Source: an optimization exercise on an open RTL-to-GDS flow (aim: a short achievable clock period and few clock cycles). Production flows keep margins and buffers that such runs may drop. Function was checked by simulation only, so behaviour that the tests miss may differ from the original. Power is estimated from default activity; no workload was simulated.

==> flow/design.v <==
module alu(
	input logic [5:0] alucode,
	input logic [31:0] op1,
	input logic [31:0] op2,
	output logic [31:0] alu_result,
	output logic br_taken
	);
	always_comb begin
		alu_result = 32'b0;
		br_taken = 1'b0;
		case (alucode)
		6'd17, 6'd9, 6'd10, 6'd11, 6'd12, 6'd13, 6'd14, 6'd15, 6'd16: begin
			alu_result = op1 + op2;
			br_taken = 1'b0;
		end
		6'd18: begin
			alu_result = op1 - op2;
			br_taken = 1'b0;
		end
		6'd24: begin
			alu_result = op1 <<  op2[4:0];  
			br_taken = 1'b0;
		end
		6'd19: begin
			alu_result = {31'b0, $signed(op1) < $signed(op2)};
			br_taken = 1'b0;
		end
		6'd20: begin
			alu_result = {31'b0, op1 < op2};
			br_taken = 1'b0;
		end
		6'd21: begin
			alu_result = op1 ^ op2;
			br_taken = 1'b0;
		end
		6'd25: begin
			alu_result = op1 >> op2[4:0];  
			br_taken = 1'b0;
		end
		6'd26: begin
			alu_result = $signed(op1) >>> $signed(op2[4:0]);  
			br_taken = 1'b0;
		end
		6'd22: begin
			alu_result = op1 | op2;
			br_taken = 1'b0;
		end
		6'd23: begin
			alu_result = op1 & op2;
			br_taken = 1'b0;
		end
		6'd0: begin
			alu_result = op2;
			br_taken = 1'b0;
		end
		6'd1: begin
			alu_result = op2 + 32'h4;
			br_taken = 1'b1;
		end
		6'd2: begin
			alu_result = op2 + 32'h4;
			br_taken = 1'b1;
		end
		6'd3, 6'd4, 6'd5, 6'd6, 6'd7, 6'd8: begin
			alu_result = 32'b0;
			case (alucode)
				6'd3: br_taken = op1 == op2 ? 1'b1 : 1'b0;
				6'd4: br_taken = op1 == op2 ? 1'b0 : 1'b1;
				6'd5: br_taken = $signed(op1) < $signed(op2) ?  1'b1 : 1'b0;
				6'd6: br_taken = $signed(op1) < $signed(op2) ? 1'b0 : 1'b1;
				6'd7: br_taken = op1 < op2 ? 1'b1 : 1'b0;
				6'd8: br_taken = op1 < op2 ?  1'b0 : 1'b1;
				default: ;
			endcase
		end
		default: ;
		endcase
	end
endmodule
module decoder(
	input logic clk,
	input logic en,
	input logic [31:0] inst,
	output logic [4:0] rs1_src,
	output logic [4:0] rs2_src,
	output logic [4:0] rd_src,
	output logic [31:0] imm,
	output logic [5:0] alucode,
	output logic [1:0] aluop1_type,
	output logic [1:0] aluop2_type,
	output logic reg_we,
	output logic is_load,
	output logic is_store,
	output logic is_halt
	);
	always_ff @(posedge clk) begin
		if (en == 1'b1)
		case(inst[6:0])
			7'b0110011: begin
				rs1_src <= inst[19:15];
				rs2_src <= inst[24:20];
				rd_src <= inst[11:7];
				imm <= 32'b0;
				case ({inst[31:25], inst[14:12]})
					10'b0000000000:  alucode <= 6'd17;
					10'b0100000000: alucode <= 6'd18;
					10'b0000000010: alucode <= 6'd19;
					10'b0000000011: alucode <= 6'd20;
					10'b0000000100: alucode <= 6'd21;
					10'b0000000110: alucode <= 6'd22;
					10'b0000000111: alucode <= 6'd23;
					10'b0000000001: alucode <= 6'd24;
					10'b0000000101: alucode <= 6'd25;
					10'b0100000101: alucode <= 6'd26;
					default: alucode <= 6'd63;
				endcase
				aluop1_type <= 2'd1;
				aluop2_type <= 2'd1;
				reg_we <= 1'b1;
				is_load <= 1'b0;
				is_store <= 1'b0;
				is_halt <= 1'b0;
			end
			7'b0010011: begin
				rs1_src <= inst[19:15];
				rs2_src <= 5'b0;
				rd_src <= inst[11:7];
				case ({inst[31:25], inst[14:12]})
					10'b0000000001, 10'b0000000101, 10'b0100000101: begin
						imm <=  {{27'b0}, inst[24:20]};
						case ({inst[31:25], inst[14:12]})
							10'b0000000001: alucode <= 6'd24;
							10'b0000000101: alucode <= 6'd25;
							10'b0100000101: alucode <= 6'd26;
							default: alucode <= 6'd63;
						endcase
					 end
					 default: begin
						imm <= {{20{inst[31]}}, inst[31:20]};
						case (inst[14:12])
							3'b000: alucode <= 6'd17;
							3'b010: alucode <= 6'd19;
							3'b011: alucode <= 6'd20;
							3'b100: alucode <= 6'd21;
							3'b110: alucode <= 6'd22;
							3'b111: alucode <= 6'd23;
							default: alucode <= 6'd63;
						endcase
					 end
				endcase
				aluop1_type <= 2'd1;
				aluop2_type <= 2'd2;
				reg_we <= 1'b1;
				is_load <= 1'b0;
				is_store <= 1'b0;
				is_halt <= 1'b0;
			end
			7'b0110111: begin
				rs1_src <= 5'b0;
				rs2_src <= 5'b0;
				rd_src <= inst[11:7];
				imm <= {inst[31:12], 12'b0};
				alucode <= 6'd0;
				aluop1_type <= 2'd0;
				aluop2_type <= 2'd2; 
				reg_we <= 1'b1;
				is_load <= 1'b0;
				is_store <= 1'b0;
				is_halt <= 1'b0;
			end
			7'b0010111: begin
				rs1_src <= 5'b0;
				rs2_src <= 5'b0;
				rd_src <= inst[11:7];
				imm <= {inst[31:12], 12'b0};
				alucode <= 6'd17;
				aluop1_type <= 2'd2; 
				aluop2_type <= 2'd3;
				reg_we <= 1'b1;
				is_load <= 1'b0;
				is_store <= 1'b0;
				is_halt <= 1'b0;
			end
			7'b1101111: begin
				rs1_src <= 5'b0;
				rs2_src <= 5'b0;
				rd_src <= inst[11:7];
				imm <= {{11{inst[31]}}, inst[31], inst[19:12], inst[20], inst[30:21], 1'b0};
				alucode <= 6'd1;
				aluop1_type <= 2'd0;
				aluop2_type <= 2'd3;
				reg_we <= inst[11:7] != 5'b0 ? 1'b1 : 1'b0;  
				is_load <= 1'b0;
				is_store <= 1'b0;
				is_halt <= 1'b0;
			end
			7'b1100111: begin
				rs1_src <= inst[19:15];
				rs2_src <= 5'b0;
				rd_src <= inst[11:7];
				imm <= {{20{inst[31]}}, inst[31:20]};
				alucode <= 6'd2;
				aluop1_type <= 2'd1;
				aluop2_type <= 2'd3;
				reg_we <= inst[11:7] != 5'b0 ? 1'b1 : 1'b0;  
				is_load <= 1'b0;
				is_store <= 1'b0;
				is_halt <= 1'b0;
			end
			7'b1100011: begin
				rs1_src <= inst[19:15];
				rs2_src <= inst[24:20];
				rd_src <= 5'b0;
				imm <= {{19{inst[31]}}, inst[31], inst[7], inst[30:25], inst[11:8], 1'b0};
				case (inst[14:12])
					3'b000: alucode <= 6'd3;
					3'b001: alucode <= 6'd4;
					3'b100: alucode <= 6'd5;
					3'b101: alucode <= 6'd6;
					3'b110: alucode <= 6'd7;
					3'b111: alucode <= 6'd8;
					default: alucode <= 6'd63;
				endcase
				aluop1_type <= 2'd1;
				aluop2_type <= 2'd1;
				reg_we <= 1'b0;
				is_load <= 1'b0;
				is_store <= 1'b0;
				is_halt <= 1'b0;
			end
			7'b0100011: begin
				rs1_src <= inst[19:15];
				rs2_src <= inst[24:20];
				rd_src <= 5'b0;
				imm <= {{20{inst[31]}}, inst[31:25], inst[11:7]};
				case (inst[14:12])
					3'b000: alucode <= 6'd14;
					3'b001: alucode <= 6'd15;
					3'b010: alucode <= 6'd16;
					default: alucode <= 6'd63;
			   endcase
			   aluop1_type <= 2'd1;
			   aluop2_type <= 2'd2;
			   reg_we <= 1'b0;
			   is_load <= 1'b0;
			   is_store <= 1'b1;
			   is_halt <= 1'b0;
			 end
			7'b0000011: begin
				rs1_src <= inst[19:15];
				rs2_src <= 5'b0;
				rd_src <= inst[11:7];
				imm <= {{20{inst[31]}}, inst[31:20]};
				case (inst[14:12])
					3'b000: alucode <= 6'd9;
					3'b001: alucode <= 6'd10;
					3'b010: alucode <= 6'd11;
					3'b100: alucode <= 6'd12;
					3'b101: alucode <= 6'd13;
					default: alucode <= 6'd63;
				endcase
			   aluop1_type <= 2'd1;
			   aluop2_type <= 2'd2;
			   reg_we <= 1'b1;
			   is_load <= 1'b1;
			   is_store <= 1'b0;
			   is_halt <= 1'b0;
			end
			default: ;
		endcase
	end
endmodule
module execute(
	input logic clk,
	input logic en,
	input logic [31:0] pc,
	input logic [5:0] alucode,
	input logic [1:0] aluop1_type,
	input logic [1:0] aluop2_type,
	input logic [31:0] rs1,
	input logic [31:0] rs2,
	input logic [31:0] imm,
	output logic [31:0] pc_next,
	output logic [31:0] alu_result
	);
	logic [31:0] op1;
	logic [31:0] op2;
	logic br_taken;
	logic [31:0] alu_result_rg;
	alu alu(
		.alucode,
		.op1,
		.op2,
		.alu_result(alu_result_rg),
		.br_taken
	);
	always_comb begin
		op1 = 32'b0;
		op2 = 32'b0;
		case(aluop1_type)
			2'd1: op1 = rs1;
			2'd2: op1 = imm;
			2'd3: op1 = pc;
			default: ;
		endcase
		case(aluop2_type)
			2'd1: op2 = rs2;
			2'd2: op2 = imm;
			2'd3: op2 = pc;
			default: ;
		endcase
	end
	always_ff @(posedge clk) begin
		if (en == 1'b1) begin
		alu_result <= alu_result_rg;
		if (br_taken == 1'b1) begin
			pc_next <= alucode != 6'd2 ? pc + imm : rs1 + imm;
		end else begin
			pc_next <= pc + 32'b100;
		end
		end
	end
endmodule
module regfile(
	input logic clk,
	input logic en,
	input logic reg_we,
	input logic [4:0] rd_src,
	input logic [31:0] rd,
	input logic [4:0] rs1_src,
	input logic [4:0] rs2_src,
	output logic [31:0] rs1,
	output logic [31:0] rs2
	);
	logic [31:0] register [1:31];
	assign rs1 = rs1_src == 5'b0 ? 32'b0 : register[rs1_src];
	assign rs2 = rs2_src == 5'b0 ? 32'b0 : register[rs2_src];
	always_ff @( posedge clk) begin
	    if (en == 1'b1 && reg_we == 1'b1 && rd_src != 5'b0) begin
			register[rd_src] <= rd;
		end
	end
endmodule
module data_mem(
	input logic en,
	input logic [5:0] alucode,
	input logic is_load,
	input logic is_store,
	input logic [31:0] addr_w, addr_r,
	input [31:0] data_w,
	output logic [31:0] data_r,
	output logic [31:0] dmem_addr,
	output logic [31:0] dmem_wdata,
	output logic [3:0] dmem_wstrb,
	output logic dmem_ren,
	input logic [31:0] dmem_rdata
	);
	assign dmem_addr = addr_w;
	assign dmem_ren = en & is_load;
	always_comb begin
		dmem_wstrb = 4'b0000;
		dmem_wdata = data_w;
		if (en == 1'b1 && is_store == 1'b1) begin
			case(alucode)
				6'd14: begin
					case(addr_w[1:0])
						2'b00: begin dmem_wstrb = 4'b0001; dmem_wdata[7:0] = data_w[7:0]; end
						2'b01: begin dmem_wstrb = 4'b0010; dmem_wdata[15:8] = data_w[7:0]; end
						2'b10: begin dmem_wstrb = 4'b0100; dmem_wdata[23:16] = data_w[7:0]; end
						2'b11: begin dmem_wstrb = 4'b1000; dmem_wdata[31:24] = data_w[7:0]; end
						default: ;
					endcase
				end
				6'd15: begin
					case(addr_w[1:0])
						2'b00: begin dmem_wstrb = 4'b0011; dmem_wdata[15:0] = data_w[15:0]; end
						2'b01: begin dmem_wstrb = 4'b0110; dmem_wdata[23:8] = data_w[15:0]; end
						2'b10: begin dmem_wstrb = 4'b1100; dmem_wdata[31:16] = data_w[15:0]; end
						default: ;
					endcase
				end
				6'd16: begin
					dmem_wstrb = 4'b1111;
				end
				default: ;
			endcase
		end
	end
	logic [31:0] word;
	assign word = dmem_rdata;
	always_comb begin
		data_r = 32'b0;
		if (is_load == 1'b1) begin
			case(alucode)
				6'd9: begin
					case (addr_r[1:0])
						2'b00: data_r = {{24{word[7]}}, word[7:0]};
						2'b01: data_r = {{24{word[15]}}, word[15:8]};
						2'b10: data_r = {{24{word[23]}}, word[23:16]};
						2'b11: data_r = {{24{word[31]}}, word[31:24]};
						default: ;
					endcase
				end
				6'd12: begin
					case (addr_r[1:0])
						2'b00: data_r = {24'b0, word[7:0]};
						2'b01: data_r = {24'b0, word[15:8]};
						2'b10: data_r = {24'b0, word[23:16]};
						2'b11: data_r = {24'b0, word[31:24]};
						default: ;
					endcase
				end
				6'd10: begin
					case (addr_r[1:0])
						2'b00: data_r = {{16{word[15]}}, word[15:0]};
						2'b01: data_r = {{16{word[23]}}, word[23:8]};
						2'b10: data_r = {{16{word[31]}}, word[31:16]};
						2'b11: data_r = {24'b0, word[31:24]};
						default: ;
					endcase
				end
				6'd13: begin
					case (addr_r[1:0])
						2'b00: data_r = {16'b0, word[15:0]};
						2'b01: data_r = {16'b0, word[23:8]};
						2'b10: data_r = {16'b0, word[31:16]};
						2'b11: data_r = {24'b0, word[31:24]};
						default: ;
					endcase
				end
				6'd11: begin
					data_r = word;
				end
				default: ;
			endcase
		end
	end
endmodule
module write(
	input logic clk,
	input logic en,
	input logic rst,
	input logic [31:0] pc_next,
	output logic [31:0] pc
	);
	always_ff @(negedge rst or posedge clk) begin
		if (rst == '0) begin
			pc <= 'h08000;
		end else begin
			if (en == 1'b1) pc <= pc_next;
		end
	end
endmodule
module core(
	input logic clk,
	input logic rst,
	output logic [31:0] imem_addr,
	input logic [31:0] imem_rdata,
	output logic [31:0] dmem_addr,
	output logic [31:0] dmem_wdata,
	output logic [3:0] dmem_wstrb,
	output logic dmem_ren,
	input logic [31:0] dmem_rdata
	);
	logic [4:0] pipeline_clk;
	logic [31:0] pc;
	logic [31:0] inst;
	always_ff @(posedge clk or negedge rst) begin
		if(!rst) begin
			pipeline_clk <= 5'b10000;
		end else begin
			pipeline_clk <= pipeline_clk != 5'b10000 ? (pipeline_clk << 1) : 5'b00001;
		end
	end
	assign imem_addr = pc;
	assign inst = imem_rdata;
	logic reg_we;
	logic [31:0] rs1;
	logic [31:0] rs2;
	logic [31:0] rd;
	logic [4:0] rs1_src;
	logic [4:0] rs2_src;
	logic [4:0] rd_src;
	regfile regfile(
		.clk,
		.en(pipeline_clk[3]),
		.*
	);
	logic [31:0] imm;
	logic [5:0] alucode;
	logic [1:0] aluop1_type;
	logic [1:0] aluop2_type;
	logic is_load;
	logic is_store;
	logic is_halt;
	decoder decoder(
		.clk,
		.en(pipeline_clk[0]),
		.*
	);
	logic [31:0] pc_next;
	logic [31:0] alu_result;
	execute execute(
		.clk,
		.en(pipeline_clk[1]),
		.*
	);
	logic [31:0] data_r;
	logic [31:0] data_w;
	assign data_w = rs2;
	logic [31:0] addr_w, addr_r;
	assign addr_w = alu_result;
	assign addr_r = alu_result;
	data_mem data_mem(
		.en(pipeline_clk[2]),
		.*
	);
	write write(
		.clk,
		.en(pipeline_clk[3]),
		.*
	);
	assign rd = is_load == 1'b1 ? data_r : alu_result;
endmodule
==> flow/run.sh <==
#!/bin/bash
# synth_recipe.tcl (not shown) runs the flow's synth.tcl, then flattens the netlist and writes it again
# the make line also repeats each setting of config.mk as NAME=value (left out here)
make -C /OpenROAD-flow-scripts/flow DESIGN_CONFIG=/design/flow/config.mk WORK_HOME=/design/flow/orfs CLKGATE_MAP_FILE= SYNTH_SCRIPT=/design/flow/synth_recipe.tcl finish
==> flow/config.mk <==
export PLATFORM = sky130hd
export DESIGN_NAME = core
export DESIGN_NICKNAME = core
export VERILOG_FILES = /design/flow/design.v
export SDC_FILE = /design/flow/constraint.sdc
export NUM_CORES = 4
export LEC_CHECK = 0
export CAP_MARGIN = 35
export CORE_MARGIN = 2
export CORE_UTILIZATION = 40
export PLACE_DENSITY = 0.6
export SLEW_MARGIN = 35
==> flow/constraint.sdc <==
create_clock -name core_clock -period 10.0 [get_ports {clk}]
set_input_delay 2.0000 -clock core_clock [delete_from_list [all_inputs] [get_ports {clk}]]
set_output_delay 2.0000 -clock core_clock [all_outputs]
set_load 0.01 [all_outputs]
==> run notes <==
[layout by cell type (no fill, tap or decap), drive strengths merged, types with 163 or more instances in the layout]
master         instances
mux4                 230
edfxtp              1116
o21ai                163
a22oi                266
mux2i                698
a21oi                391
clkdlybuf4s50        165
buf                  223
nand2                249
nor2                 387
[cells in the mapped netlist, types with 16 or more instances]
cell,n
a21o_1,54
a31oi_1,23
o22ai_1,119
buf_2,82
o22a_1,18
a21oi_1,391
and2_1,54
buf_1,38
xnor2_1,52
a221oi_1,24
xor2_1,34
o31ai_1,17
o21a_1,16
mux4_1,36
nand3_1,65
nand2_1,249
o221ai_1,59
mux2_2,117
nor2_1,383
nand2b_1,28
mux4_2,192
and3_1,39
buf_6,35
nor2b_1,43
o21bai_1,21
o211ai_1,28
nor4_1,29
a211oi_1,108
ha_1,139
a22oi_1,264
nand4_1,27
clkbuf_1,205
buf_12,17
edfxtp_1,1116
inv_1,126
a211o_1,19
a22o_1,69
buf_4,20
nor3_1,59
o21ai_0,158
dfrtp_1,35
mux2i_1,698
[power breakdown]
| group | switching [mW] | leakage, nW | internal (mW) |
|---|---|---|---|
| Combinational | 0.0450 | 16.4 | 0.0333 |
| Clock | 2.01 | 1.96 | 2.63 |
| Sequential | 0 | 12.2 | 5.26 |
[final timing paths]
path,start,end,cells after the start
max,flip-flop,execute.pc_next[0],22
min,execute.pc_next[24],write.pc[24],2
max reg2reg,flip-flop,execute.pc_next[0],22
min reg2reg,execute.pc_next[24],write.pc[24],2
max in group asynchronous,rst,write.pc[26],2
min in group asynchronous,rst,write.pc[7],2
[per-stage QoR]
stage	instance area, sq um	power (mW)
2_1_floorplan	69300	5.385
3_3_place_gp	73830	5.436
3_5_place_dp	74190	5.435
4_1_cts	78220	10.01
5_1_grt	78310	10.20
6_report	78330	9.976
[flip-flops by register name, summed over array words and instances (netlist names), 5 cells and up, named ones only]
signal              cells
regfile.register      992
decoder.imm            32
execute.alu_result     32
execute.pc_next        32
write.pc               32
decoder.alucode         6
decoder.rd_src          5
decoder.rs1_src         5
decoder.rs2_src         5
pipeline_clk            5
[cells by family after synthesis]
family	count (synthesis)	synth area share, %
adder cells (fa/ha/maj)	142	2.596
buffers and inverters	542	4.100
AO/OA/AOI/OAI	1534	15.21
AND/OR/NAND/NOR	1060	7.345
XOR/XNOR	86	1.087
multiplexers	1046	19.68
flip-flops	1163	49.99
[area by class of cell]
class	count	area, sq um	area share (%)
antenna	8	20.02	0.02556
clock buffer	147	3187	4.068
clock inverter	78	840.8	1.073
inverter	133	501.7	0.6405
multi-input combinational	3868	32590	41.60
sequential	1163	34670	44.25
tap	2310	2890	3.690
timing repair buffer	388	3642	4.650
[per-layer routing]
metal	wire length (um)	vias to the layer above	track usage, %
li1	-	22440	-
met1	111900	28030	42.10
met2	140200	3707	53.92
met3	30290	951	6.858
met4	27150	6	24.63
met5	33	-	0
[worst register-to-register path: stages, from the launching register on]
cell      delay [ns]
dfxtp_1         0.81
buf_4           0.37
nor2b_4         0.19
buf_4           0.29
a22oi_1         0.25
a21oi_1         0.14
a211oi_1        0.83
a22o_1          0.57
inv_1           0.13
ha_1            0.27
fa_1            0.49
o21bai_1        0.22
a221oi_1        0.11
buf_4           0.18
nand3_1         0.13
a41oi_1         0.29
o311a_1         0.49
o31ai_1         0.66
a211oi_1        0.26
nor4b_1         0.38
a31oi_1         0.12
nand2_4         0.50
mux2_2          0.44
==> run notes <==
Crit path required time 10.47 ns; nets@finish 5883; Initial Util between 40 and 50%; clk_skew about 0.063 ns; synth top area cells edfxtp_1 (48%), mux2i_1 (10%), mux4_2 (6.2%); overflow left after global routing 0; die area 0.1766 sq mm; cts hold-fix bufs 0; TritonCTS clock tree built; H-tree depth 3; drt first pass iters 7; mapped cell area 0.06930 sq mm; Worst Hold Class flip-flop to flip-flop; Hold Slack 0.4637 ns; f_max roughly 120 MHz; drt total wl 309.6 mm; Synth Net Count 5781; Final Hold Vio Count 0; core area ~0.17 sq mm; Crit path buffers/inverters 4; Post-Route Utilization 45.56%; CP max stage cell a211oi_1; Yosys Warn Count 7; gr usage total 34.28%; Core Rows 152; Fillers roughly 16000; largest net degree at the start of global routing between 100 and 150; vias in the first global route between 50000 and 60000; RSZ-0062 raised after global routing false; Port Buf Inserts 166; Placed Instances 7859; pre-CTS WS around 1.9 ns; CP endpoint kind flip-flop; setup_tns 0 ns; WS Path Type flip-flop to flip-flop; sequential element share of the synthesized area 49.99%; Die Width 420.2 um; pwr/cell area ~130 mW/mm^2; PnR worst setup slack 1.573 ns; Synth Instances between 5000 and 6000; synthesis-stage register bit count 1163; Rel. slew slack between 20% and 30%; Cell Chain, Critical Path buf_4 > nor2b_4 > buf_4 > a22oi_1 > a21oi_1 > a211oi_1 > a22o_1 > inv_1 > ha_1 > fa_1 > o21bai_1 > a221oi_1 > buf_4 > nand3_1 > a41oi_1 > o311a_1 > o31ai_1 > a211oi_1 > nor4b_1 > a31oi_1 > nand2_4 > mux2_2; first-pass GRT wire length about 420 mm; max cap viols 0; r2r setup slk 1.57 ns; most frequent cell on the critical path buf_4; clock tree buffer depth 3; initial DRC count approximately 7900; arrival time worst endpoint 8.90 ns; cts repair resizes 0; antenna violations before repair 9; final std cells w/o fill 8095; fin crit share 84.27%; Layout area overhead 13.04%; Post-CTS Setup Inserts 0; total vias in the final route about 55000; Worst-path clk slew 0.06 ns; Num CTS Buffers roughly 120; die height between 400 and 500 um; ys async rst share 3.181%; post-DP HPWL 210.9 mm; layout cell share with drive strength beyond 1 15.58%; Worst-Skew Late Latency 0.78 ns; # DRC 0; Num Clock Sinks 1163; startpoint class of the critical path flip-flop; dominant synthesized flop cell edfxtp_1; I/O pins 167; root buffer cell clkbuf_16; WL per Instance 38.24 um; vias per cell 6.811; Avg Cell Area, Syn 12.43 sq um; crit-path leading delay family compound AO/OA/AOI/OAI gates; Post-synth EDFFs 1116; top-area cell type share of the netlist area 48.36%; Crit Path Max Fanout 32; Period minus WS final 8.427 ns; post-synth top area cell edfxtp_1; antenna viol nets, final 0; status timing/DRC/antenna clean; Max Slew Vio Count 0; Netlist cell types approximately 110; Max VDD drop 0.1510 mV; setup violators final 0; P_leak 30.52 nW; slowest cell delay on critical path ~0.83 ns; GPL Wtd Cong 1.059; Slew @ Worst Pin 1.161 ns

## port drivers added, routing unchanged
In the flow no input, the clock included, has a driving cell. The finished layout below was timed again as built, in two steps. Step 1 sets driving cells, clkbuf_16 on the clock port and buf_2 on the other inputs (assumed; they add their load-dependent delay and slew). Step 2 adds t to the input delays and takes it off the output delays; t is the mean of the earliest and latest rising clock arrival at the registers after step 1. Input paths then give back, and output paths get back, about the clock's delay inside the block. Three values: ideal, step 1, step 2; two values: the first two.
t (ns): 0.836
slack for setup (ns): 1.573 / 1.573 / 1.573
latest minus earliest clock arrival (ns): 0.066 / 0.066
slew at the worst register clock pin (ns): 0.07 / 0.07
worst slew at a driven data input, ns: 0.05
After both steps setup and hold are still met in this run. For this run, drivers alone change the setup slack by 0.000 ns; drivers and shift together by 0.000 ns.
